What follows belongs to an exercise in optimizing a design on an open flow for small area; a production flow would make more cautious choices. RTL that was checked went through simulation tests only; none was proved equivalent to the original. For run 2, only the layout was checked, not whether the RTL still works. No activity file was given, so power comes from the tool's default toggle rates.

==> flow/design.v, too long to show whole: its modules and the start of the top module <==
// module fir_7_7: 1135 lines
// module fa: 4 lines
// module sel3: 3 lines
// module add8: 23 lines
module fir_7_7(
    input clk,
    input rst,
    input [7:0] weight_data,
    input [2:0] weight_idx,
    input weight_valid,
    output weight_ready,
    input [7:0] input_data,
    input input_valid,
    output input_ready,
    output [15:0] output_data,
    input output_ready,
    output output_valid
    );
  // ...
==> flow/flow/run.sh <==
#!/bin/bash
# Layout flow: the standard ORFS flow (standard.sh: the standard
# synthesis and every ORFS step), with these settings changed:
#  - the buffers Yosys/ABC inserted are removed at floorplan
#    (REMOVE_ABC_BUFFERS; global placement is not timing driven, so it
#    would not remove them itself), and timing is then repaired by the
#    usual repair steps after placement, CTS and global routing;
#  - the port buffers buffer_ports inserts are the smallest buffer, buf_1;
#  - clock tree synthesis uses clkbuf_8 and no dummy load cells.
# The output of the whole run is kept in standard_flow.log; ORFS keeps each
# step's own log under orfs/logs/.
set -euo pipefail
cd "$(dirname "$0")/.."
export REMOVE_ABC_BUFFERS=1
export BUFFER_PORTS_ARGS="-buffer_cell sky130_fd_sc_hd__buf_1"
export CTS_ARGS="-sink_clustering_enable -repair_clock_nets -buf_list sky130_fd_sc_hd__clkbuf_8 -dont_use_dummy_load"
bash standard.sh finish > standard_flow.log 2>&1
==> flow/standard.sh <==
#!/bin/bash
# synth_recipe.tcl (not shown) runs the flow's synth.tcl, then flattens the netlist and writes it again
# the make line also repeats each setting of config.mk as NAME=value (left out here)
make -C /OpenROAD-flow-scripts/flow DESIGN_CONFIG=/design/flow/config.mk WORK_HOME=/design/flow/orfs CLKGATE_MAP_FILE= SYNTH_SCRIPT=/design/flow/synth_recipe.tcl "${@:-finish}"
==> flow/config.mk <==
export PLATFORM = sky130hd
export DESIGN_NAME = fir_7_7
export DESIGN_NICKNAME = fir_7_7
export VERILOG_FILES = /design/flow/design.v
export SDC_FILE = /design/flow/constraint.sdc
export NUM_CORES = 4
export LEC_CHECK = 0
export CAP_MARGIN = 20
export CORE_MARGIN = 2
export CORE_UTILIZATION = 40
export CTS_BUF_LIST = sky130_fd_sc_hd__clkbuf_8
export GPL_TIMING_DRIVEN = 0
export SLEW_MARGIN = 20
export SYNTH_HIERARCHICAL = 1
export SYNTH_MINIMUM_KEEP_SIZE = 0
==> flow/constraint.sdc <==
create_clock -name core_clock -period 8.0 [get_ports {clk}]
set_input_delay 1.6000 -clock core_clock [delete_from_list [all_inputs] [get_ports {clk}]]
set_output_delay 1.6000 -clock core_clock [all_outputs]
set_load 0.01 [all_outputs]
==> key figures, run 1 <==
Routing
  • Met2 Wirelength: 23,300 um
  • WL met1: approximately 19,000 um
  • DR vias/cell: between 6 and 7
  • WL/cell: 29.9 um

Final layout
  • Layout Cell Area excl Fill: 14,500 sq um
  • Clock buffers: 17
  • Flip-flop and latch share of the layout cell area: 18.4%
  • Most flop-heavy register: result
  • Commonest non-fill, non-tap cells in the layout: 248 x fa_1, 226 x nand2_1, 192 x a222oi_1, 115 x dfxtp_1, 78 x a21oi_1
  • Clock buffers and inverters, area share: under 10%
  • Invs w/o clock: 40
  • Multi-input gate area: roughly 11,000 sq um
  • Non-clk buf share: under 10%

Timing
  • Tmin final: ~7.8 ns
  • RSZ-0062 raised after global routing: false
  • Relative slew slack: about 32%

Power and ir drop
  • Sw Ratio: about 28%
  • Tot Pwr: 1210 uW
  • Sequential power share: 56.3%
  • Cell area power density: 83.3 nW/um^2
  • Peak supply drop: 0.100 mV

Critical path
  • Startpoint Class: flip-flop
  • Delay-heaviest family, CP: adder cells
  • Worst R2R Start: w3[5]$_DFF_P_
  • RR Endpoint: result[15]$_DFF_P_
  • Critical Path RT: 8.40 ns

Logic synthesis
  • Prevailing post-synth register cell: dfxtp_1
  • Sequential area share after synthesis: around a fifth
  • Post-Synth Simple-Gate Area: 12.1%
  • Leading post-synthesis cells by instance count: 258 x fa_1, 227 x nand2_1, 192 x a222oi_1, 131 x dfxtp_1, 78 x a21oi_1
  • Largest family of logic cells by synthesized area: adder cells
  • Synthesis Warnings: 7
  • Synthesized area: between 10,000 and 15,000 sq um

Die
  • Die X: between 150 and 200 um
  • I/O pins: between 40 and 50
  • Core box area: around 33,000 sq um

Global route
  • GRT overflow: 0
  • Met1 usage: about 38%
  • GRT busiest layer: met2

CTS
  • CTS resizes: 15
  • Post-CTS setup buffers: 0

Hold path
  • Worst Hold End: ov_r$_DFF_P_

Place
  • Setup slack at placement: -0.241 ns

Status
  • Status: timing/DRC/antenna clean
==> module add8, before the edit <==
module add8(input [7:0] a, input [7:0] b, output [8:0] s);
    wire [7:0] g = a & b;
    wire [7:0] p = a ^ b;
    wire g10 = g[1] | (p[1] & g[0]);
    wire g32 = g[3] | (p[3] & g[2]);
    wire p32 = p[3] & p[2];
    wire g54 = g[5] | (p[5] & g[4]);
    wire p54 = p[5] & p[4];
    wire g76 = g[7] | (p[7] & g[6]);
    wire p76 = p[7] & p[6];
    wire g20 = g[2] | (p[2] & g10);
    wire g30 = g32 | (p32 & g10);
    wire g64 = g[6] | (p[6] & g54);
    wire p64 = p[6] & p54;
    wire g74 = g76 | (p76 & g54);
    wire p74 = p76 & p54;
    wire g40 = g[4] | (p[4] & g30);
    wire g50 = g54 | (p54 & g30);
    wire g60 = g64 | (p64 & g30);
    wire g70 = g74 | (p74 & g30);
    assign s = {g70, p[7] ^ g60, p[6] ^ g50, p[5] ^ g40, p[4] ^ g30,
                p[3] ^ g20, p[2] ^ g10, p[1] ^ g[0], p[0]};
endmodule
==> run 2, diff against run 1 <==
--- a/flow/design.v
+++ b/flow/design.v
@@ -631,17 +631,17 @@
     fa u_s19 (pp2_2_0, c6, pp0_1_1, s19, c20);
     wire s21, c22;
     fa u_s21 (pp1_1_1, pp2_1_1, s17, s21, c22);
     wire s23, c24;
     fa u_s23 (pp0_0_2, pp1_0_2, pp2_0_2, s23, c24);
     wire s25, c26;
     fa u_s25 (c8, c10, s19, s25, c26);
     wire s27, c28;
-    fa u_s27 (s21, c12, s23, s27, c28);
+    fa u_s27 (s21, s23, c12, s27, c28);
     wire s29, c30;
     fa u_s29 (s25, c14, s27, s29, c30);
     wire s31, c32;
     fa u_s31 (pn6_0_3, pn6_1_2, pn6_2_1, s31, c32);
     wire s33, c34;
     fa u_s33 (pn6_3_0, c16, s31, s33, c34);
     wire s35, c36;
     fa u_s35 (pp0_3_0, pp1_3_0, pp2_3_0, s35, c36);
@@ -673,27 +673,27 @@
     fa u_s61 (pp2_4_0, s57, c34, s61, c62);
     wire s63, c64;
     fa u_s63 (pp0_3_1, pp1_3_1, pp2_3_1, s63, c64);
     wire s65, c66;
     fa u_s65 (c36, s59, pp0_2_2, s65, c66);
     wire s67, c68;
     fa u_s67 (pp1_2_2, pp2_2_2, c38, s67, c68);
     wire s69, c70;
-    fa u_s69 (s61, pp0_0_4, pp0_1_3, s69, c70);
+    fa u_s69 (pp0_1_3, pp1_1_3, pp2_1_3, s69, c70);
     wire s71, c72;
-    fa u_s71 (pp1_0_4, pp1_1_3, pp2_0_4, s71, c72);
+    fa u_s71 (s61, c40, s63, s71, c72);
     wire s73, c74;
-    fa u_s73 (pp2_1_3, c40, s63, s73, c74);
+    fa u_s73 (c42, pp0_0_4, pp1_0_4, s73, c74);
     wire s75, c76;
-    fa u_s75 (c42, s65, s67, s75, c76);
+    fa u_s75 (pp2_0_4, s65, c44, s75, c76);
     wire s77, c78;
-    fa u_s77 (c44, c46, s69, s77, c78);
+    fa u_s77 (s67, c46, s69, s77, c78);
     wire s79, c80;
-    fa u_s79 (s71, s73, c48, s79, c80);
+    fa u_s79 (s71, c48, s73, s79, c80);
     wire s81, c82;
     fa u_s81 (s75, c50, s77, s81, c82);
     wire s83, c84;
     fa u_s83 (s79, c52, s81, s83, c84);
     wire s85 = ~(c54 ^ s83);
     wire c86 = c54 | s83;
     wire s87, c88;
     fa u_s87 (pn6_0_5, pn6_1_4, pn6_2_3, s87, c88);
@@ -707,35 +707,35 @@
     fa u_s95 (c58, pp0_4_1, pp1_4_1, s95, c96);
     wire s97, c98;
     fa u_s97 (pp2_4_1, c60, s91, s97, c98);
     wire s99, c100;
     fa u_s99 (s93, pp0_3_2, pp1_3_2, s99, c100);
     wire s101, c102;
     fa u_s101 (pp2_3_2, c62, c64, s101, c102);
     wire s103, c104;
-    fa u_s103 (pp0_1_4, pp0_2_3, pp1_1_4, s103, c104);
+    fa u_s103 (pp0_2_3, pp1_2_3, pp2_2_3, s103, c104);
     wire s105, c106;
-    fa u_s105 (pp1_2_3, pp2_1_4, pp2_2_3, s105, c106);
+    fa u_s105 (s95, c66, s97, s105, c106);
     wire s107, c108;
-    fa u_s107 (s95, c66, s97, s107, c108);
+    fa u_s107 (pp0_1_4, pp1_1_4, pp2_1_4, s107, c108);
     wire s109, c110;
-    fa u_s109 (pp0_0_5, pp1_0_5, pp2_0_5, s109, c110);
+    fa u_s109 (c68, s99, c70, s109, c110);
     wire s111, c112;
-    fa u_s111 (c68, s99, s101, s111, c112);
+    fa u_s111 (s101, pp0_0_5, pp1_0_5, s111, c112);
     wire s113, c114;
-    fa u_s113 (c70, c72, c74, s113, c114);
+    fa u_s113 (pp2_0_5, c72, s103, s113, c114);
     wire s115, c116;
-    fa u_s115 (s103, s105, s107, s115, c116);
+    fa u_s115 (c74, s105, c76, s115, c116);
     wire s117, c118;
-    fa u_s117 (c76, s109, s111, s117, c118);
+    fa u_s117 (s107, c78, s109, s117, c118);
     wire s119, c120;
-    fa u_s119 (c78, s113, c80, s119, c120);
+    fa u_s119 (s111, s113, c80, s119, c120);
     wire s121, c122;
-    fa u_s121 (s115, s117, c82, s121, c122);
+    fa u_s121 (s115, c82, s117, s121, c122);
     wire s123, c124;
     fa u_s123 (s119, c84, s121, s123, c124);
     wire s125 = ~(c86 ^ s123);
     wire c126 = c86 | s123;
     wire s127, c128;
     fa u_s127 (pn6_0_6, pn6_1_5, pn6_2_4, s127, c128);
     wire s129, c130;
     fa u_s129 (pn6_3_3, pn6_4_2, pn6_5_1, s129, c130);
@@ -747,45 +747,45 @@
     fa u_s135 (pp1_6_0, pp2_6_0, c92, s135, c136);
     wire s137, c138;
     fa u_s137 (pp0_5_1, pp1_5_1, pp2_5_1, s137, c138);
     wire s139, c140;
     fa u_s139 (s131, c94, s133, s139, c140);
     wire s141, c142;
     fa u_s141 (pp0_4_2, pp1_4_2, pp2_4_2, s141, c142);
     wire s143, c144;
-    fa u_s143 (c96, s135, pp0_2_4, s143, c144);
+    fa u_s143 (c96, pp0_3_3, pp1_3_3, s143, c144);
     wire s145, c146;
-    fa u_s145 (pp0_3_3, pp1_2_4, pp1_3_3, s145, c146);
+    fa u_s145 (pp2_3_3, s135, c98, s145, c146);
     wire s147, c148;
-    fa u_s147 (pp2_2_4, pp2_3_3, c98, s147, c148);
+    fa u_s147 (s137, s139, c100, s147, c148);
     wire s149, c150;
-    fa u_s149 (s137, s139, c100, s149, c150);
+    fa u_s149 (pp0_2_4, pp1_2_4, pp2_2_4, s149, c150);
     wire s151, c152;
-    fa u_s151 (pp0_0_6, pp0_1_5, pp1_0_6, s151, c152);
+    fa u_s151 (c102, s141, c104, s151, c152);
     wire s153, c154;
-    fa u_s153 (pp1_1_5, pp2_0_6, pp2_1_5, s153, c154);
+    fa u_s153 (pp0_1_5, pp1_1_5, pp2_1_5, s153, c154);
     wire s155, c156;
-    fa u_s155 (c102, s141, c104, s155, c156);
+    fa u_s155 (c106, s143, s145, s155, c156);
     wire s157, c158;
-    fa u_s157 (c106, c108, s143, s157, c158);
+    fa u_s157 (c108, pp0_0_6, pp1_0_6, s157, c158);
     wire s159, c160;
-    fa u_s159 (s145, s147, c110, s159, c160);
+    fa u_s159 (pp2_0_6, s147, c110, s159, c160);
     wire s161, c162;
-    fa u_s161 (s149, c112, s151, s161, c162);
+    fa u_s161 (s149, c112, c114, s161, c162);
     wire s163, c164;
-    fa u_s163 (s153, c114, s155, s163, c164);
+    fa u_s163 (s151, s153, c116, s163, c164);
     wire s165, c166;
-    fa u_s165 (c116, s157, s159, s165, c166);
+    fa u_s165 (s155, s157, s159, s165, c166);
     wire s167, c168;
     fa u_s167 (c118, s161, c120, s167, c168);
     wire s169, c170;
     fa u_s169 (s163, s165, c122, s169, c170);
     wire s171, c172;
-    fa u_s171 (s167, s169, c124, s171, c172);
+    fa u_s171 (s167, c124, s169, s171, c172);
     wire s173 = ~(c126 ^ s171);
     wire c174 = c126 | s171;
     wire s175, c176;
     fa u_s175 (pn6_0_7, pn6_1_6, pn6_2_5, s175, c176);
     wire s177, c178;
     fa u_s177 (pn6_3_4, pn6_4_3, pn6_5_2, s177, c178);
     wire s179, c180;
     fa u_s179 (pn6_6_1, pn6_7_0, c128, s179, c180);
@@ -797,49 +797,49 @@
     fa u_s185 (c132, s179, c134, s185, c186);
     wire s187, c188;
     fa u_s187 (pp0_6_1, pp1_6_1, pp2_6_1, s187, c188);
     wire s189, c190;
     fa u_s189 (s181, s183, pp0_5_2, s189, c190);
     wire s191, c192;
     fa u_s191 (pp1_5_2, pp2_5_2, c136, s191, c192);
     wire s193, c194;
-    fa u_s193 (c138, s185, pp0_3_4, s193, c194);
+    fa u_s193 (c138, pp0_4_3, pp1_4_3, s193, c194);
     wire s195, c196;
-    fa u_s195 (pp0_4_3, pp1_3_4, pp1_4_3, s195, c196);
+    fa u_s195 (pp2_4_3, s185, c140, s195, c196);
     wire s197, c198;
-    fa u_s197 (pp2_3_4, pp2_4_3, c140, s197, c198);
+    fa u_s197 (s187, c142, pp0_3_4, s197, c198);
     wire s199, c200;
-    fa u_s199 (s187, c142, pp0_0_7, s199, c200);
+    fa u_s199 (pp1_3_4, pp2_3_4, s189, s199, c200);
     wire s201, c202;
-    fa u_s201 (pp0_1_6, pp0_2_5, pp1_0_7, s201, c202);
+    fa u_s201 (s191, c144, c146, s201, c202);
     wire s203, c204;
-    fa u_s203 (pp1_1_6, pp1_2_5, pp2_0_7, s203, c204);
+    fa u_s203 (pp0_2_5, pp1_2_5, pp2_2_5, s203, c204);
     wire s205, c206;
-    fa u_s205 (pp2_1_6, pp2_2_5, s189, s205, c206);
+    fa u_s205 (s193, s195, c148, s205, c206);
     wire s207, c208;
-    fa u_s207 (s191, c144, c146, s207, c208);
+    fa u_s207 (c150, pp0_1_6, pp1_1_6, s207, c208);
     wire s209, c210;
-    fa u_s209 (c148, s193, c150, s209, c210);
+    fa u_s209 (pp2_1_6, c152, s197, s209, c210);
     wire s211, c212;
-    fa u_s211 (s195, s197, c152, s211, c212);
+    fa u_s211 (s199, c154, pp0_0_7, s211, c212);
     wire s213, c214;
-    fa u_s213 (c154, s199, c156, s213, c214);
+    fa u_s213 (pp1_0_7, pp2_0_7, c156, s213, c214);
     wire s215, c216;
-    fa u_s215 (s201, s203, s205, s215, c216);
+    fa u_s215 (s201, s203, c158, s215, c216);
     wire s217, c218;
-    fa u_s217 (c158, s207, c160, s217, c218);
+    fa u_s217 (s205, c160, s207, s217, c218);
     wire s219, c220;
-    fa u_s219 (s209, s211, c162, s219, c220);
+    fa u_s219 (c162, s209, s211, s219, c220);
     wire s221, c222;
-    fa u_s221 (c164, s213, s215, s221, c222);
+    fa u_s221 (s213, c164, s215, s221, c222);
     wire s223, c224;
-    fa u_s223 (c166, s217, s219, s223, c224);
+    fa u_s223 (c166, s217, c168, s223, c224);
     wire s225, c226;
-    fa u_s225 (c168, s221, c170, s225, c226);
+    fa u_s225 (s219, s221, c170, s225, c226);
     wire s227, c228;
     fa u_s227 (s223, s225, c172, s227, c228);
     wire s229 = ~(c174 ^ s227);
     wire c230 = c174 | s227;
     wire s231, c232;
     fa u_s231 (pn6_1_7, pn6_2_6, pn6_3_5, s231, c232);
     wire s233, c234;
     fa u_s233 (pn6_4_4, pn6_5_3, pn6_6_2, s233, c234);
@@ -847,57 +847,57 @@
     fa u_s235 (pn6_7_1, c176, c178, s235, c236);
     wire s237, c238;
     fa u_s237 (s231, s233, c180, s237, c238);
     wire s239, c240;
     fa u_s239 (c182, pp0_7_1, pp1_7_1, s239, c240);
     wire s241, c242;
     fa u_s241 (pp2_7_1, s235, c184, s241, c242);
     wire s243, c244;
-    fa u_s243 (s237, pp0_6_2, pp1_6_2, s243, c244);
+    fa u_s243 (pp0_6_2, pp1_6_2, pp2_6_2, s243, c244);
     wire s245, c246;
-    fa u_s245 (pp2_6_2, c186, c188, s245, c246);
+    fa u_s245 (s237, c186, c188, s245, c246);
     wire s247, c248;
-    fa u_s247 (pp0_4_4, pp0_5_3, pp1_4_4, s247, c248);
+    fa u_s247 (pp0_5_3, pp1_5_3, pp2_5_3, s247, c248);
     wire s249, c250;
-    fa u_s249 (pp1_5_3, pp2_4_4, pp2_5_3, s249, c250);
+    fa u_s249 (s239, s241, c190, s249, c250);
     wire s251, c252;
-    fa u_s251 (s239, s241, c190, s251, c252);
+    fa u_s251 (pp0_4_4, pp1_4_4, pp2_4_4, s251, c252);
     wire s253, c254;
-    fa u_s253 (c192, pp0_0_8, pp0_1_7, s253, c254);
+    fa u_s253 (c192, s243, c194, s253, c254);
     wire s255, c256;
-    fa u_s255 (pp0_2_6, pp0_3_5, pp1_0_8, s255, c256);
+    fa u_s255 (c196, pp0_3_5, pp1_3_5, s255, c256);
     wire s257, c258;
-    fa u_s257 (pp1_1_7, pp1_2_6, pp1_3_5, s257, c258);
+    fa u_s257 (pp2_3_5, s245, s247, s257, c258);
     wire s259, c260;
-    fa u_s259 (pp2_0_8, pp2_1_7, pp2_2_6, s259, c260);
+    fa u_s259 (c198, pp0_2_6, pp1_2_6, s259, c260);
     wire s261, c262;
-    fa u_s261 (pp2_3_5, s243, c194, s261, c262);
+    fa u_s261 (pp2_2_6, c200, s249, s261, c262);
     wire s263, c264;
-    fa u_s263 (c196, c198, s245, s263, c264);
+    fa u_s263 (s251, c202, c204, s263, c264);
     wire s265, c266;
-    fa u_s265 (s247, s249, c200, s265, c266);
+    fa u_s265 (pp0_1_7, pp1_1_7, pp2_1_7, s265, c266);
     wire s267, c268;
-    fa u_s267 (s251, c202, c204, s267, c268);
+    fa u_s267 (s253, c206, s255, s267, c268);
     wire s269, c270;
-    fa u_s269 (c206, c208, s253, s269, c270);
+    fa u_s269 (c208, s257, pp0_0_8, s269, c270);
     wire s271, c272;
-    fa u_s271 (s255, s257, s259, s271, c272);
+    fa u_s271 (pp1_0_8, pp2_0_8, c210, s271, c272);
     wire s273, c274;
-    fa u_s273 (s261, c210, s263, s273, c274);
+    fa u_s273 (s259, s261, c212, s273, c274);
     wire s275, c276;
-    fa u_s275 (c212, s265, c214, s275, c276);
+    fa u_s275 (c214, s263, c216, s275, c276);
     wire s277, c278;
-    fa u_s277 (c216, s267, s269, s277, c278);
+    fa u_s277 (s265, s267, c218, s277, c278);
     wire s279, c280;
-    fa u_s279 (c218, s271, s273, s279, c280);
+    fa u_s279 (s269, s271, c220, s279, c280);
     wire s281, c282;
-    fa u_s281 (c220, s275, c222, s281, c282);
+    fa u_s281 (s273, c222, s275, s281, c282);
     wire s283, c284;
-    fa u_s283 (s277, s279, c224, s283, c284);
+    fa u_s283 (s277, c224, s279, s283, c284);
     wire s285, c286;
     fa u_s285 (s281, c226, s283, s285, c286);
     wire s287, c288;
     fa u_s287 (c228, s285, c230, s287, c288);
     wire s289, c290;
     fa u_s289 (pn6_2_7, pn6_3_6, pn6_4_5, s289, c290);
     wire s291, c292;
     fa u_s291 (pn6_5_4, pn6_6_3, pn6_7_2, s291, c292);
@@ -905,219 +905,219 @@
     fa u_s293 (c232, c234, s289, s293, c294);
     wire s295, c296;
     fa u_s295 (s291, c236, s293, s295, c296);
     wire s297, c298;
     fa u_s297 (c238, pp0_7_2, pp1_7_2, s297, c298);
     wire s299, c300;
     fa u_s299 (pp2_7_2, c240, c242, s299, c300);
     wire s301, c302;
-    fa u_s301 (s295, pp0_5_4, pp0_6_3, s301, c302);
+    fa u_s301 (pp0_6_3, pp1_6_3, pp2_6_3, s301, c302);
     wire s303, c304;
-    fa u_s303 (pp1_5_4, pp1_6_3, pp2_5_4, s303, c304);
+    fa u_s303 (s295, c244, pp0_5_4, s303, c304);
     wire s305, c306;
-    fa u_s305 (pp2_6_3, c244, pp0_1_8, s305, c306);
+    fa u_s305 (pp1_5_4, pp2_5_4, c246, s305, c306);
     wire s307, c308;
-    fa u_s307 (pp0_2_7, pp0_3_6, pp0_4_5, s307, c308);
+    fa u_s307 (s297, c248, pp0_4_5, s307, c308);
     wire s309, c310;
-    fa u_s309 (pp1_1_8, pp1_2_7, pp1_3_6, s309, c310);
+    fa u_s309 (pp1_4_5, pp2_4_5, c250, s309, c310);
     wire s311, c312;
-    fa u_s311 (pp1_4_5, pp2_1_8, pp2_2_7, s311, c312);
+    fa u_s311 (s299, s301, c252, s311, c312);
     wire s313, c314;
-    fa u_s313 (pp2_3_6, pp2_4_5, c246, s313, c314);
+    fa u_s313 (pp0_3_6, pp1_3_6, pp2_3_6, s313, c314);
     wire s315, c316;
-    fa u_s315 (s297, c248, c250, s315, c316);
+    fa u_s315 (c254, s303, s305, s315, c316);
     wire s317, c318;
-    fa u_s317 (c252, s299, s301, s317, c318);
+    fa u_s317 (c256, pp0_2_7, pp1_2_7, s317, c318);
     wire s319, c320;
-    fa u_s319 (s303, c254, c256, s319, c320);
+    fa u_s319 (pp2_2_7, c258, s307, s319, c320);
     wire s321, c322;
-    fa u_s321 (c258, c260, c262, s321, c322);
+    fa u_s321 (s309, c260, c262, s321, c322);
     wire s323, c324;
-    fa u_s323 (s305, s307, s309, s323, c324);
+    fa u_s323 (pp0_1_8, pp1_1_8, pp2_1_8, s323, c324);
     wire s325, c326;
     fa u_s325 (s311, s313, c264, s325, c326);
     wire s327, c328;
-    fa u_s327 (c266, s315, s317, s327, c328);
+    fa u_s327 (c266, s315, c268, s327, c328);
     wire s329, c330;
-    fa u_s329 (c268, c270, c272, s329, c330);
+    fa u_s329 (s317, c270, s319, s329, c330);
     wire s331, c332;
-    fa u_s331 (s319, s321, c274, s331, c332);
+    fa u_s331 (c272, s321, c274, s331, c332);
     wire s333, c334;
     fa u_s333 (s323, s325, c276, s333, c334);
     wire s335, c336;
     fa u_s335 (s327, c278, s329, s335, c336);
     wire s337, c338;
-    fa u_s337 (s331, c280, s333, s337, c338);
+    fa u_s337 (c280, s331, c282, s337, c338);
     wire s339, c340;
-    fa u_s339 (c282, s335, c284, s339, c340);
+    fa u_s339 (s333, s335, c284, s339, c340);
     wire s341, c342;
     fa u_s341 (s337, s339, c286, s341, c342);
     wire s343, c344;
     fa u_s343 (pn6_3_7, pn6_4_6, pn6_5_5, s343, c344);
     wire s345, c346;
     fa u_s345 (pn6_6_4, pn6_7_3, c290, s345, c346);
     wire s347, c348;
     fa u_s347 (c292, s343, s345, s347, c348);
     wire s349, c350;
     fa u_s349 (c294, s347, c296, s349, c350);
     wire s351, c352;
-    fa u_s351 (pp0_6_4, pp0_7_3, pp1_6_4, s351, c352);
+    fa u_s351 (pp0_7_3, pp1_7_3, pp2_7_3, s351, c352);
     wire s353, c354;
-    fa u_s353 (pp1_7_3, pp2_6_4, pp2_7_3, s353, c354);
+    fa u_s353 (c298, pp0_6_4, pp1_6_4, s353, c354);
     wire s355, c356;
-    fa u_s355 (c298, pp0_2_8, pp0_3_7, s355, c356);
+    fa u_s355 (pp2_6_4, c300, c302, s355, c356);
     wire s357, c358;
-    fa u_s357 (pp0_4_6, pp0_5_5, pp1_2_8, s357, c358);
+    fa u_s357 (pp0_5_5, pp1_5_5, pp2_5_5, s357, c358);
     wire s359, c360;
-    fa u_s359 (pp1_3_7, pp1_4_6, pp1_5_5, s359, c360);
+    fa u_s359 (s349, s351, c304, s359, c360);
     wire s361, c362;
-    fa u_s361 (pp2_2_8, pp2_3_7, pp2_4_6, s361, c362);
+    fa u_s361 (pp0_4_6, pp1_4_6, pp2_4_6, s361, c362);
     wire s363, c364;
-    fa u_s363 (pp2_5_5, c300, s349, s363, c364);
+    fa u_s363 (c306, s353, c308, s363, c364);
     wire s365, c366;
-    fa u_s365 (c302, c304, s351, s365, c366);
+    fa u_s365 (pp0_3_7, pp1_3_7, pp2_3_7, s365, c366);
     wire s367, c368;
-    fa u_s367 (s353, c306, c308, s367, c368);
+    fa u_s367 (c310, s355, c312, s367, c368);
     wire s369, c370;
-    fa u_s369 (c310, c312, c314, s369, c370);
+    fa u_s369 (s357, c314, pp0_2_8, s369, c370);
     wire s371, c372;
-    fa u_s371 (s355, s357, s359, s371, c372);
+    fa u_s371 (pp1_2_8, pp2_2_8, s359, s371, c372);
     wire s373, c374;
-    fa u_s373 (s361, c316, s363, s373, c374);
+    fa u_s373 (c316, s361, c318, s373, c374);
     wire s375, c376;
-    fa u_s375 (c318, s365, c320, s375, c376);
+    fa u_s375 (c320, s363, s365, s375, c376);
     wire s377, c378;
-    fa u_s377 (c322, s367, c324, s377, c378);
+    fa u_s377 (c322, c324, s367, s377, c378);
     wire s379, c380;
     fa u_s379 (c326, s369, s371, s379, c380);
     wire s381, c382;
-    fa u_s381 (s373, c328, s375, s381, c382);
+    fa u_s381 (c328, s373, c330, s381, c382);
     wire s383, c384;
-    fa u_s383 (c330, c332, s377, s383, c384);
+    fa u_s383 (s375, c332, s377, s383, c384);
     wire s385, c386;
     fa u_s385 (s379, c334, s381, s385, c386);
     wire s387, c388;
     fa u_s387 (c336, s383, c338, s387, c388);
     wire s389, c390;
     fa u_s389 (s385, c340, s387, s389, c390);
     wire s391, c392;
     fa u_s391 (pn6_4_7, pn6_5_6, pn6_6_5, s391, c392);
     wire s393, c394;
     fa u_s393 (pn6_7_4, c344, s391, s393, c394);
     wire s395, c396;
     fa u_s395 (c346, s393, c348, s395, c396);
     wire s397, c398;
     fa u_s397 (pp0_7_4, pp1_7_4, pp2_7_4, s397, c398);
     wire s399, c400;
-    fa u_s399 (s395, c350, pp0_3_8, s399, c400);
+    fa u_s399 (s395, c350, c352, s399, c400);
     wire s401, c402;
-    fa u_s401 (pp0_4_7, pp0_5_6, pp0_6_5, s401, c402);
+    fa u_s401 (pp0_6_5, pp1_6_5, pp2_6_5, s401, c402);
     wire s403, c404;
-    fa u_s403 (pp1_3_8, pp1_4_7, pp1_5_6, s403, c404);
+    fa u_s403 (c354, pp0_5_6, pp1_5_6, s403, c404);
     wire s405, c406;
-    fa u_s405 (pp1_6_5, pp2_3_8, pp2_4_7, s405, c406);
+    fa u_s405 (pp2_5_6, s397, c356, s405, c406);
     wire s407, c408;
-    fa u_s407 (pp2_5_6, pp2_6_5, c352, s407, c408);
+    fa u_s407 (c358, pp0_4_7, pp1_4_7, s407, c408);
     wire s409, c410;
-    fa u_s409 (c354, s397, c356, s409, c410);
+    fa u_s409 (pp2_4_7, s399, c360, s409, c410);
     wire s411, c412;
-    fa u_s411 (c358, c360, c362, s411, c412);
+    fa u_s411 (s401, c362, pp0_3_8, s411, c412);
     wire s413, c414;
-    fa u_s413 (c364, s399, s401, s413, c414);
+    fa u_s413 (pp1_3_8, pp2_3_8, c364, s413, c414);
     wire s415, c416;
-    fa u_s415 (s403, s405, s407, s415, c416);
+    fa u_s415 (s403, c366, s405, s415, c416);
     wire s417, c418;
-    fa u_s417 (c366, c368, c370, s417, c418);
+    fa u_s417 (c368, s407, s409, s417, c418);
     wire s419, c420;
-    fa u_s419 (s409, c372, s411, s419, c420);
+    fa u_s419 (c370, c372, c374, s419, c420);
     wire s421, c422;
-    fa u_s421 (c374, s413, s415, s421, c422);
+    fa u_s421 (s411, s413, c376, s421, c422);
     wire s423, c424;
-    fa u_s423 (c376, c378, s417, s423, c424);
+    fa u_s423 (s415, c378, s417, s423, c424);
     wire s425, c426;
-    fa u_s425 (c380, s419, c382, s425, c426);
+    fa u_s425 (c380, s419, s421, s425, c426);
     wire s427, c428;
-    fa u_s427 (s421, c384, s423, s427, c428);
+    fa u_s427 (c382, c384, s423, s427, c428);
     wire s429, c430;
     fa u_s429 (s425, c386, s427, s429, c430);
     wire s431, c432;
     fa u_s431 (c388, s429, c390, s431, c432);
     wire s433, c434;
     fa u_s433 (pn6_5_7, pn6_6_6, pn6_7_5, s433, c434);
     wire s435, c436;
     fa u_s435 (c392, s433, c394, s435, c436);
     wire s437, c438;
-    fa u_s437 (s435, c396, pp0_4_8, s437, c438);
+    fa u_s437 (s435, c396, pp0_7_5, s437, c438);
     wire s439, c440;
-    fa u_s439 (pp0_5_7, pp0_6_6, pp0_7_5, s439, c440);
+    fa u_s439 (pp1_7_5, pp2_7_5, c398, s439, c440);
     wire s441, c442;
-    fa u_s441 (pp1_4_8, pp1_5_7, pp1_6_6, s441, c442);
+    fa u_s441 (pp0_6_6, pp1_6_6, pp2_6_6, s441, c442);
     wire s443, c444;
-    fa u_s443 (pp1_7_5, pp2_4_8, pp2_5_7, s443, c444);
+    fa u_s443 (c400, c402, pp0_5_7, s443, c444);
     wire s445, c446;
-    fa u_s445 (pp2_6_6, pp2_7_5, c398, s445, c446);
+    fa u_s445 (pp1_5_7, pp2_5_7, s437, s445, c446);
     wire s447, c448;
-    fa u_s447 (c400, c402, c404, s447, c448);
+    fa u_s447 (c404, s439, pp0_4_8, s447, c448);
     wire s449, c450;
-    fa u_s449 (c406, s437, c408, s449, c450);
+    fa u_s449 (pp1_4_8, pp2_4_8, c406, s449, c450);
     wire s451, c452;
-    fa u_s451 (s439, s441, s443, s451, c452);
+    fa u_s451 (s441, c408, c410, s451, c452);
     wire s453, c454;
-    fa u_s453 (s445, c410, c412, s453, c454);
+    fa u_s453 (s443, s445, c412, s453, c454);
     wire s455, c456;
-    fa u_s455 (c414, c416, s447, s455, c456);
+    fa u_s455 (c414, s447, s449, s455, c456);
     wire s457, c458;
-    fa u_s457 (s449, s451, c418, s457, c458);
+    fa u_s457 (c416, c418, s451, s457, c458);
     wire s459, c460;
-    fa u_s459 (s453, c420, c422, s459, c460);
+    fa u_s459 (c420, s453, c422, s459, c460);
     wire s461, c462;
-    fa u_s461 (s455, s457, c424, s461, c462);
+    fa u_s461 (s455, c424, s457, s461, c462);
     wire s463, c464;
-    fa u_s463 (s459, c426, c428, s463, c464);
+    fa u_s463 (c426, s459, c428, s463, c464);
     wire s465, c466;
     fa u_s465 (s461, s463, c430, s465, c466);
     wire s467, c468;
     fa u_s467 (pn6_6_7, pn6_7_6, c434, s467, c468);
     wire s469, c470;
-    fa u_s469 (s467, c436, pp0_5_8, s469, c470);
+    fa u_s469 (s467, c436, pp0_7_6, s469, c470);
     wire s471, c472;
-    fa u_s471 (pp0_6_7, pp0_7_6, pp1_5_8, s471, c472);
+    fa u_s471 (pp1_7_6, pp2_7_6, c438, s471, c472);
     wire s473, c474;
-    fa u_s473 (pp1_6_7, pp1_7_6, pp2_5_8, s473, c474);
+    fa u_s473 (pp0_6_7, pp1_6_7, pp2_6_7, s473, c474);
     wire s475, c476;
-    fa u_s475 (pp2_6_7, pp2_7_6, c438, s475, c476);
+    fa u_s475 (c440, c442, pp0_5_8, s475, c476);
     wire s477, c478;
-    fa u_s477 (c440, c442, c444, s477, c478);
+    fa u_s477 (pp1_5_8, pp2_5_8, s469, s477, c478);
     wire s479, c480;
-    fa u_s479 (s469, c446, s471, s479, c480);
+    fa u_s479 (s471, c444, c446, s479, c480);
     wire s481, c482;
-    fa u_s481 (s473, s475, c448, s481, c482);
+    fa u_s481 (s473, c448, c450, s481, c482);
     wire s483, c484;
-    fa u_s483 (c450, c452, s477, s483, c484);
+    fa u_s483 (s475, s477, c452, s483, c484);
     wire s485, c486;
     fa u_s485 (s479, c454, s481, s485, c486);
     wire s487, c488;
-    fa u_s487 (c456, c458, s483, s487, c488);
+    fa u_s487 (c456, s483, c458, s487, c488);
     wire s489, c490;
     fa u_s489 (s485, c460, c462, s489, c490);
     wire s491, c492;
     fa u_s491 (s487, s489, c464, s491, c492);
     wire s493, c494;
-    fa u_s493 (pn6_7_7, c468, pp0_6_8, s493, c494);
+    fa u_s493 (pn6_7_7, c468, pp0_7_7, s493, c494);
     wire s495, c496;
-    fa u_s495 (pp0_7_7, pp1_6_8, pp1_7_7, s495, c496);
+    fa u_s495 (pp1_7_7, pp2_7_7, c470, s495, c496);
     wire s497, c498;
-    fa u_s497 (pp2_6_8, pp2_7_7, c470, s497, c498);
+    fa u_s497 (pp0_6_8, pp1_6_8, pp2_6_8, s497, c498);
     wire s499, c500;
     fa u_s499 (c472, c474, s493, s499, c500);
     wire s501, c502;
-    fa u_s501 (s495, c476, s497, s501, c502);
+    fa u_s501 (s495, c476, c478, s501, c502);
     wire s503, c504;
-    fa u_s503 (c478, c480, s499, s503, c504);
+    fa u_s503 (s497, c480, s499, s503, c504);
     wire s505, c506;
     fa u_s505 (c482, s501, c484, s505, c506);
     wire s507, c508;
     fa u_s507 (s503, c486, s505, s507, c508);
     wire s509, c510;
     fa u_s509 (c488, s507, c490, s509, c510);
     assign sum[0] = ~s3;
     assign sum[1] = ~s13;
@@ -1138,28 +1138,17 @@
     assign co = (a & b) | (a & c) | (b & c);
 endmodule
 module sel3(input sa, input sb, input sab, input a, input b, input ab, output y);
     assign y = ~((sa & a) | (sb & b) | (sab & ab));
 endmodule
 module add8(input [7:0] a, input [7:0] b, output [8:0] s);
     wire [7:0] g = a & b;
     wire [7:0] p = a ^ b;
-    wire g10 = g[1] | (p[1] & g[0]);
-    wire g32 = g[3] | (p[3] & g[2]);
-    wire p32 = p[3] & p[2];
-    wire g54 = g[5] | (p[5] & g[4]);
-    wire p54 = p[5] & p[4];
-    wire g76 = g[7] | (p[7] & g[6]);
-    wire p76 = p[7] & p[6];
-    wire g20 = g[2] | (p[2] & g10);
-    wire g30 = g32 | (p32 & g10);
-    wire g64 = g[6] | (p[6] & g54);
-    wire p64 = p[6] & p54;
-    wire g74 = g76 | (p76 & g54);
-    wire p74 = p76 & p54;
-    wire g40 = g[4] | (p[4] & g30);
-    wire g50 = g54 | (p54 & g30);
-    wire g60 = g64 | (p64 & g30);
-    wire g70 = g74 | (p74 & g30);
-    assign s = {g70, p[7] ^ g60, p[6] ^ g50, p[5] ^ g40, p[4] ^ g30,
-                p[3] ^ g20, p[2] ^ g10, p[1] ^ g[0], p[0]};
+    wire [8:0] c;
+    assign c[0] = 1'b0;
+    assign c[1] = g[0];
+    genvar i;
+    generate for (i = 1; i < 8; i = i + 1) begin : rc
+        assign c[i + 1] = g[i] | (p[i] & c[i]);
+    end endgenerate
+    assign s = {c[8], p ^ c[7:0]};
 endmodule
==> flow/flow/run.sh (replaced) <==
#!/bin/bash
# Layout flow: the standard ORFS flow (standard.sh: the standard
# synthesis and every ORFS step), with two settings changed:
#  - the port buffers buffer_ports inserts are the smallest buffer, buf_1;
#  - clock tree synthesis is run without dummy load cells.
# The output of the whole run is kept in standard_flow.log; ORFS keeps each
# step's own log under orfs/logs/.
set -euo pipefail
cd "$(dirname "$0")/.."
export BUFFER_PORTS_ARGS="-buffer_cell sky130_fd_sc_hd__buf_1"
export CTS_ARGS="-sink_clustering_enable -repair_clock_nets -buf_list sky130_fd_sc_hd__clkbuf_8 -dont_use_dummy_load"
bash standard.sh finish > standard_flow.log 2>&1
==> flow/config.mk (replaced) <==
export PLATFORM = sky130hd
export DESIGN_NAME = fir_7_7
export DESIGN_NICKNAME = fir_7_7
export VERILOG_FILES = /design/flow/design.v
export SDC_FILE = /design/flow/constraint.sdc
export NUM_CORES = 4
export LEC_CHECK = 0
export CAP_MARGIN = 20
export CORE_MARGIN = 2
export CORE_UTILIZATION = 40
export CTS_BUF_LIST = sky130_fd_sc_hd__clkbuf_8
export GPL_TIMING_DRIVEN = 1
export SLEW_MARGIN = 20
export SYNTH_HIERARCHICAL = 1
export SYNTH_MINIMUM_KEEP_SIZE = 0
==> run 2 against run 1 <==
Against the previous run:
- combinational power is 15% higher
- synthesized cell count is 4.9% lower
- clock skew decreased by 0.0055 ns
- global-route usage increased by 4.2 points
- still clean
- clock power up 2%
- sequential share of layout area down 0.98 points
- clock-buffer cell count stayed put
- setup slack got worse by 0.046 ns
- maximum frequency is 0.58% lower
- flip-flop and latch count unchanged
- largest cell class unchanged
- utilization increased by 3.4 points
- first-iteration DRC count up 6.6%
==> key figures, run 2 <==
Die
  • Core box area: 32,400 sq um (-3.2%)
  • # rows: between 60 and 70
  • Die X: 185 um (-1.5%)
  • Initial Util: approximately two fifths
  • DIE AREA: 34,200 sq um
  • I/O pins: 43 (unchanged)
  • Die Ht: 185 um

Final layout
  • Most flop-heavy register: result
  • Register area: roughly 2600 sq um
  • Commonest non-fill, non-tap cell in the layout: fa_1
  • Max reg flops: 16
  • Diodes inserted: 0
  • Post-synthesis to final-layout area growth: 15.1%
  • Commonest non-fill, non-tap cells in the layout: 229 x fa_1, 226 x nand2_1, 192 x a222oi_1, 145 x buf_4, 130 x dfxtp_1
  • Final Net Count: around 1.6k
  • Layout cell share with drive strength beyond 1: ~17%
  • Multi-input gate area: 10,300 sq um (-3.1%)
  • Post-route non-filler standard cell count: 1,777
  • Fillers: roughly 3.1k

Routing
  • Vias post-DR: around 12k
  • Antenna Nets Post-Route: 0
  • # DRC: 0
  • Total wire length: ~56,000 um
  • DR vias/cell: 6.75 (+0.16%)
  • WL/cell: 31.3 um (+4.8%)
  • DRT iter0 DRCs: about 2.7k
  • 1st-pass router iterations: 15

Logic synthesis
  • Synthesis Warnings: 7 (unchanged)
  • Yosys top cell by area: fa_1
  • Number of synthesized register bits: between 100 and 150
  • Synth top area share: 41.2%
  • Mux cell area share after synthesis: 0%
  • Sequential area share after synthesis: 20.0% (+0.61 points)
  • Post-Synth XOR/XNOR Area: under 10%
  • Synthesized area: 13,100 sq um (-3.0%)
  • Ys async rst share: 0%
  • Most frequent cell after synthesis: fa_1
  • Largest family of logic cells by synthesized area: adder cells
  • Synth Area in Adders: ~43%
  • EDFF count, synth: 0
  • Synth area leaders: fa_1 41%, dfxtp_1 20%, a222oi_1 15%, nand2_1 6.5%, a22o_1 3.7%
  • Leading post-synthesis cells by instance count: 270 x fa_1, 227 x nand2_1, 192 x a222oi_1, 131 x dfxtp_1, 75 x a21oi_1
  • Post-synth cell types: 36
  • Prevailing post-synth register cell: dfxtp_1
  • Compound-cell area share of the yosys netlist: 21.8%
  • Syn Area/Cell: ~11 sq um
  • Syn Inst Count: between 1k and 1.5k
  • Post-Synth Simple-Gate Area: 11.8% (-0.22 points)

CTS
  • Max Buffers Root-to-Sink: 2
  • Clk slew on worst S/H paths: about 0.060 ns
  • CTS tree: yes
  • H-tree depth: 4
  • CTS buffer count: 17
  • Root buffer cell: clkbuf_8
  • Clock sinks: between 100 and 150
  • Worst skew pair latency: ~0.51 ns
  • Cts hold-fix bufs: 0

Status
  • Status: timing/DRC/antenna clean

Critical path
  • CP dominant cell by count: fa_2
  • Worst EP arrival: 8.27 ns
  • Critical Path RT: 8.41 ns (about the same)
  • CP max stage delay: about 0.57 ns
  • Worst Setup End Kind: flip-flop
  • Delay-heaviest family, CP: adder cells
  • Startpoint Class: flip-flop
  • Crit Path Max Fanout: 3
  • Kind of critical path: reg2reg
  • CP max stage cell: fa_2
  • Buf+Inv Stages, Crit Path: 3

Timing
  • Worst-Margin Slew: roughly 1.2 ns
  • Setup violators final: 0
  • Max-slew violation count: 0
  • Tmin final: 7.86 ns (+0.0456 ns)
  • Final worst path period share: 98.2%
  • Clock skew: 0.0353 ns
  • Setup_tns: 0 ns
  • PnR worst setup slack: between 0.1 and 0.15 ns
  • F_max: around 130 MHz
  • Relative slew slack: 21.1% (-11 points)
  • Fin. Hold Viols: 0
  • RSZ-0062 raised after global routing: true

Job
  • Max-cap violations: 0

Power and ir drop
  • Tot Pwr: 1220 uW (+1.4%)
  • Leak Pwr: 0.00388 uW
  • Cell area power density: 81.0 nW/um^2 (-2.8%)
  • Peak supply drop: 0.0933 mV (-6.7%)

Global route
  • Vias in the first global route: about 12k
  • GRT overflow: 0 (unchanged)
  • GRT Total Usage: about a third
  • Largest net degree at the start of global routing: 73
  • First-pass GRT wire length: 80,900 um
  • Initial antenna violation count: 0

Place
  • Routability cong.: 1.08
  • Setup slack at placement: -0.155 ns (+0.0851 ns)
  • Placed cell count: 1,757
  • Hpwl dp: about 44,000 um
  • Port Buffers: 42

Hold path
  • Hold WC Path Type: reg2reg
run 2: cell types whose count changed in the layout (fill, tap and decap cells not counted), moves of 4 or more:
cell / previous run / this run
xor2_2: 4 / 0
inv_2: 1 / 6
fa_1: 248 / 229
ha_1: 33 / 11
dfxtp_2: 10 / 1
buf_4: 8 / 145
fa_2: 10 / 41
dfxtp_1: 115 / 130
a21o_1: 10 / 1
dfxtp_4: 6 / 0
run 2: layout make-up:
type	instances	share of cell area, %
well taps	442	3.66
repair buffers	187	8.28
inverters	40	0.995
clock buffers	17	1.55
multi-input cells	960	68.1
flip-flops and latches	131	17.4
run 2: repair_timing:
| item | 4_1_cts | 5_1_grt |
|---|---|---|
| buffers inserted | 2 | 1 |
| setup endpoints to repair | 4 | 4 |
| hold endpoints to repair | 0 | 0 |
| pin swaps | 21 | 43 |
| gates resized for setup | 27 | 26 |
run 2: kinds of logic (layout without fill, tap and decap cells):
group | count (synthesis) | count (layout)
AND/OR/NAND/NOR | 331 | 331
buffers and inverters | 86 | 244
AO/OA/AOI/OAI | 332 | 332
XOR/XNOR | 12 | 12
flip-flops | 131 | 131
adder cells (fa/ha/maj) | 285 | 285
run 2: worst register-to-register path, cell delays in order (launching register included):
cell and delay, ns:
dfxtp_1 0.33, ha_4 0.16, fa_1 0.38, fa_2 0.35, fa_2 0.35, fa_2 0.38
fa_2 0.36, fa_1 0.54, a222oi_1 0.52, fa_2 0.57, fa_1 0.49, fa_2 0.36
fa_1 0.48, fa_1 0.51, inv_1 0.04, ha_1 0.18, inv_1 0.06, fa_1 0.15
inv_1 0.04, ha_2 0.19, fa_2 0.34, and3b_2 0.22, a221oi_2 0.23, xnor2_1 0.16
xnor2_1 0.15, nand2_1 0.09, a21oi_2 0.13
run 2: final timing paths:
| kind | start | depth (start not counted) | to | slack (ns) |
|---|---|---|---|---|
| setup / recovery | w2[0]$_DFF_P_ | 26 | result[15]$_DFF_P_ | 0.14 |
| hold / removal | ov_d$_DFF_P_ | 0 | ov_r$_DFF_P_ | 0.33 |
| setup reg to reg | w2[0]$_DFF_P_ | 26 | result[15]$_DFF_P_ | 0.14 |
| hold reg to reg | ov_d$_DFF_P_ | 0 | ov_r$_DFF_P_ | 0.33 |
run 2: per-layer routing:
layer / routed length [um] / part of all wire [%] / global-route usage (%) / vias up
li1: - / - / - / 4788
met2: 24100 / 43 / 50.7 / 962
met1: 20500 / 37 / 41.4 / 5985
met4: 3940 / 7.1 / 19.4 / 0
met3: 7170 / 13 / 11.5 / 256
met5: 0 / 0 / 0 / -
run 2: power breakdown:
group	internal, uW	switching [uW]
combinational	30.1	80.0
sequential	659	13.8
clock	186	253
run 2: modules after synthesis, one instance, submodules excluded:
module,flops+latches,cells,copies in the design,area [sq um]
fa,0,1,248,20.0
sel3,0,1,192,10.0
fir_7_7,131,698,1,5710
add8,0,13,3,171
run 2: metrics by stage:
step                      instance area (sq um)  hold WS [ns]  util [%]
after floorplan                           13100         0.310         -
after global placement                    14700         0.311      45.4
after detailed placement                  14700         0.314      45.4
after CTS                                 15000         0.329      46.4
after global routing                      15100         0.331      46.6
final                                     15100         0.326      46.6

[what the ideal ports hide]
Ports are ideal in the flow. The routed layouts listed here were re-timed in OpenROAD. Step 1: set_driving_cell puts a clkbuf_16 on clk and a buf_2 on each other input, an assumption about the parent block. Step 2 also shifts input and output timing later by t, the mid clock arrival at the registers, as if the neighbouring blocks saw the same clock. Three values: no drivers, after step 1, after step 2; two values: the first two.
| run | t (ns) | setup slack, ns | latest minus earliest clock arrival (ns) | slew at the worst register clock pin (ns) | cell pins on the clock port's net |
|---|---|---|---|---|---|
| run 1 | 0.528 | 0.188 / 0.188 / 0.188 | 0.041 / 0.041 | 0.09 / 0.09 | 1 |
| run 2 | 0.542 | 0.142 / 0.142 / 0.142 | 0.035 / 0.036 | 0.09 / 0.09 | 1 |
After both steps every run listed still meets setup and hold.
